Context: an optimization exercise on an open-source flow, tuned for small area and a short achievable clock period. The choices shown serve that exercise and are no tape-out recipe.
Function was checked by simulation only, so behaviour that the tests miss may differ from the original.

Design Core, start of the top module:
module Core(
  input         clock,
  input         reset,
  output [31:0] io_instrAddr,
  input  [31:0] io_instrData,
  output [31:0] io_dataAddr,
  output [31:0] io_dataWrite,
  input  [31:0] io_dataRead,
  output        io_dataWen,
  output        io_dataRen,
  output [3:0]  io_dataMask,
  output [31:0] io_pcDebug
);
==> module Xor2, before the edit <==
module Xor2(input a, b, output y);
  assign y = a ^ b;
endmodule
==> module Exec, before the edit <==
module Exec(
  input  [31:0] r1,
  input  [31:0] b,
  input         sub,
  input         left,
  input         arith,
  input  [9:0]  wsel,
  input  [31:0] ld,
  input  [31:1] pc4,
  input  [31:0] pcAdd,
  output [31:0] wdata,
  output        zero
);
  genvar gi, l;
  wire [31:0] bx = b ^ {32{sub}};
  wire [31:0] p  = r1 ^ bx;
  wire [31:0] g  = r1 & bx;
  wire [31:0] G [0:5];
  wire [31:0] P [0:5];
  assign G[0] = {g[31:1], g[0] | (p[0] & sub)};
  assign P[0] = p;
  generate
    for (l = 0; l < 5; l = l + 1) begin : g_lvl
      for (gi = 0; gi < 32; gi = gi + 1) begin : g_b
        if ((gi >> l) & 1) begin : m
          localparam integer J = ((gi >> l) << l) - 1;
          assign G[l+1][gi] = G[l][gi] | (P[l][gi] & G[l][J]);
          assign P[l+1][gi] = P[l][gi] & P[l][J];
        end else begin : k
          assign G[l+1][gi] = G[l][gi];
          assign P[l+1][gi] = P[l][gi];
        end
      end
    end
  endgenerate
  wire [31:0] c   = {G[5][30:0], sub};
  wire [31:0] sum = p ^ c;
  wire        cout = G[5][31];
  wire sltu = ~cout;
  wire slt  = (r1[31] ^ b[31]) ? r1[31] : sum[31];
  wire [31:0] t = r1 | bx;
  wire [31:0] z;
  generate
    for (gi = 0; gi < 32; gi = gi + 1) begin : g_z
      if (gi == 0) begin : b0
        Xor2 u (.a(p[0]), .b(sub), .y(z[0]));
      end else begin : bn
        Xor2 u (.a(p[gi]), .b(t[gi-1]), .y(z[gi]));
      end
    end
  endgenerate
  assign zero = ~|z;
  wire [31:0] shin;
  generate
    for (gi = 0; gi < 32; gi = gi + 1) begin : g_rev
      assign shin[gi] = left ? r1[31 - gi] : r1[gi];
    end
  endgenerate
  wire fill = ~left & arith & r1[31];
  wire [4:0] sh = b[4:0];
  wire [31:0] S [0:5];
  assign S[0] = shin;
  generate
    for (l = 0; l < 5; l = l + 1) begin : g_sh
      for (gi = 0; gi < 32; gi = gi + 1) begin : g_b
        if (gi + (1 << l) < 32) begin : m
          assign S[l+1][gi] = sh[l] ? S[l][gi + (1 << l)] : S[l][gi];
        end else begin : f
          assign S[l+1][gi] = sh[l] ? fill : S[l][gi];
        end
      end
    end
  endgenerate
  wire [31:0] shr = S[5];
  generate
    for (gi = 0; gi < 32; gi = gi + 1) begin : g_out
      wire t = (wsel[0] & sum[gi]) | (wsel[1] & shr[31 - gi]) | (wsel[2] & shr[gi]) |
               (wsel[3] & p[gi]) | (wsel[4] & g[gi]) |
               (wsel[7] & ld[gi]) | (wsel[9] & pcAdd[gi]);
      if (gi == 0) begin : b0
        assign wdata[gi] = t | (wsel[5] & slt) | (wsel[6] & sltu);
      end else begin : bn
        assign wdata[gi] = t | (wsel[8] & pc4[gi]);
      end
    end
  endgenerate
endmodule
clock: 14.5 ns
lec_check: 0
cap_margin: 20
core_margin: 2
core_utilization: 50
setup_slack_margin: 5
slew_margin: 20
synth_hierarchical: 1
standard.sh (not shown) runs the stock make flow with config.mk's settings and CLKGATE_MAP_FILE= SYNTH_SCRIPT=/design/flow/synth_recipe.tcl, a recipe that flattens the netlist after the stock synthesis.
==> flow/flow/run.sh <==
#!/bin/bash
# Layout flow: the standard flow (standard.sh) with the standard synthesis
# unchanged, and two changes to how the layout is made:
#  - the port buffers are buf_2 cells instead of the delay buffers buffer_ports
#    picks by default (every port still gets its buffer);
#  - the clock tree is built without dummy loads, from larger sink clusters.
# Each step's full output goes to a log file of its own in this folder.
set -euo pipefail
bash standard.sh synth > log_1_synth.txt 2>&1
bash standard.sh \
  "BUFFER_PORTS_ARGS=-buffer_cell sky130_fd_sc_hd__buf_2" \
  "CTS_ARGS=-sink_clustering_enable -repair_clock_nets -dont_use_dummy_load -sink_clustering_size 30 -sink_clustering_max_diameter 100" \
  finish > log_2_layout.txt 2>&1
The first run produced a clean layout.
==> next run, changes <==
--- a/flow/design.v
+++ b/flow/design.v
@@ -231,11 +231,8 @@
 endmodule
 module And3(input a, b, c, output y);
   assign y = a & b & c;
 endmodule
-module Xor2(input a, b, output y);
-  assign y = a ^ b;
-endmodule
 module Nand2(input a, b, output y);
   assign y = ~(a & b);
 endmodule
 module Nor3(input a, b, c, output y);
@@ -295,20 +292,9 @@
   wire [31:0] sum = p ^ c;
   wire        cout = G[5][31];
   wire sltu = ~cout;
   wire slt  = (r1[31] ^ b[31]) ? r1[31] : sum[31];
-  wire [31:0] t = r1 | bx;
-  wire [31:0] z;
-  generate
-    for (gi = 0; gi < 32; gi = gi + 1) begin : g_z
-      if (gi == 0) begin : b0
-        Xor2 u (.a(p[0]), .b(sub), .y(z[0]));
-      end else begin : bn
-        Xor2 u (.a(p[gi]), .b(t[gi-1]), .y(z[gi]));
-      end
-    end
-  endgenerate
-  assign zero = ~|z;
+  assign zero = ~|sum;
   wire [31:0] shin;
   generate
     for (gi = 0; gi < 32; gi = gi + 1) begin : g_rev
       assign shin[gi] = left ? r1[31 - gi] : r1[gi];
Global-route usage drops by 0.22 points.
Setup slack barely changes.
Cell count climbs slightly.
Via count climbs slightly.
Area after synthesis drops slightly.
Utilization climbs by 1.7 points.
Design area climbs slightly.
Wire length climbs slightly.

## re-timing with driven ports
How much do the figures lean on ideal ports? The routed layouts below were timed once more, with nothing changed but the port constraints.
Step 1 (the two cells are an assumption about what drives the block):
set clk [get_ports {clock}]
set_driving_cell -lib_cell sky130_fd_sc_hd__clkbuf_16 $clk
set_driving_cell -lib_cell sky130_fd_sc_hd__buf_2 [delete_from_list [all_inputs] $clk]
Step 2 also shifts input and output timing later by t, the mid clock arrival at the registers, as if the neighbouring blocks saw the same clock.
a / b / c = no drivers / after step 1 / after step 2; a / b = the first two.
| run | t, ns | setup WS [ns] | hold slack, ns | worst setup path after step 2 | slew at the worst register clock pin (ns) |
|---|---|---|---|---|---|
| the first run | 0.730 | 4.762 / 4.695 / 4.428 | 0.540 / 0.540 / 0.540 | input to register | 0.12 / 0.12 |
| the second run | 0.733 | 4.760 / 4.560 / 4.401 | 0.557 / 0.557 / 0.557 | input to register | 0.12 / 0.12 |
After both steps every run listed still meets setup and hold. The setup slack of the second run, which loses most, moves by -0.200 ns with the drivers and by -0.359 ns with both steps.
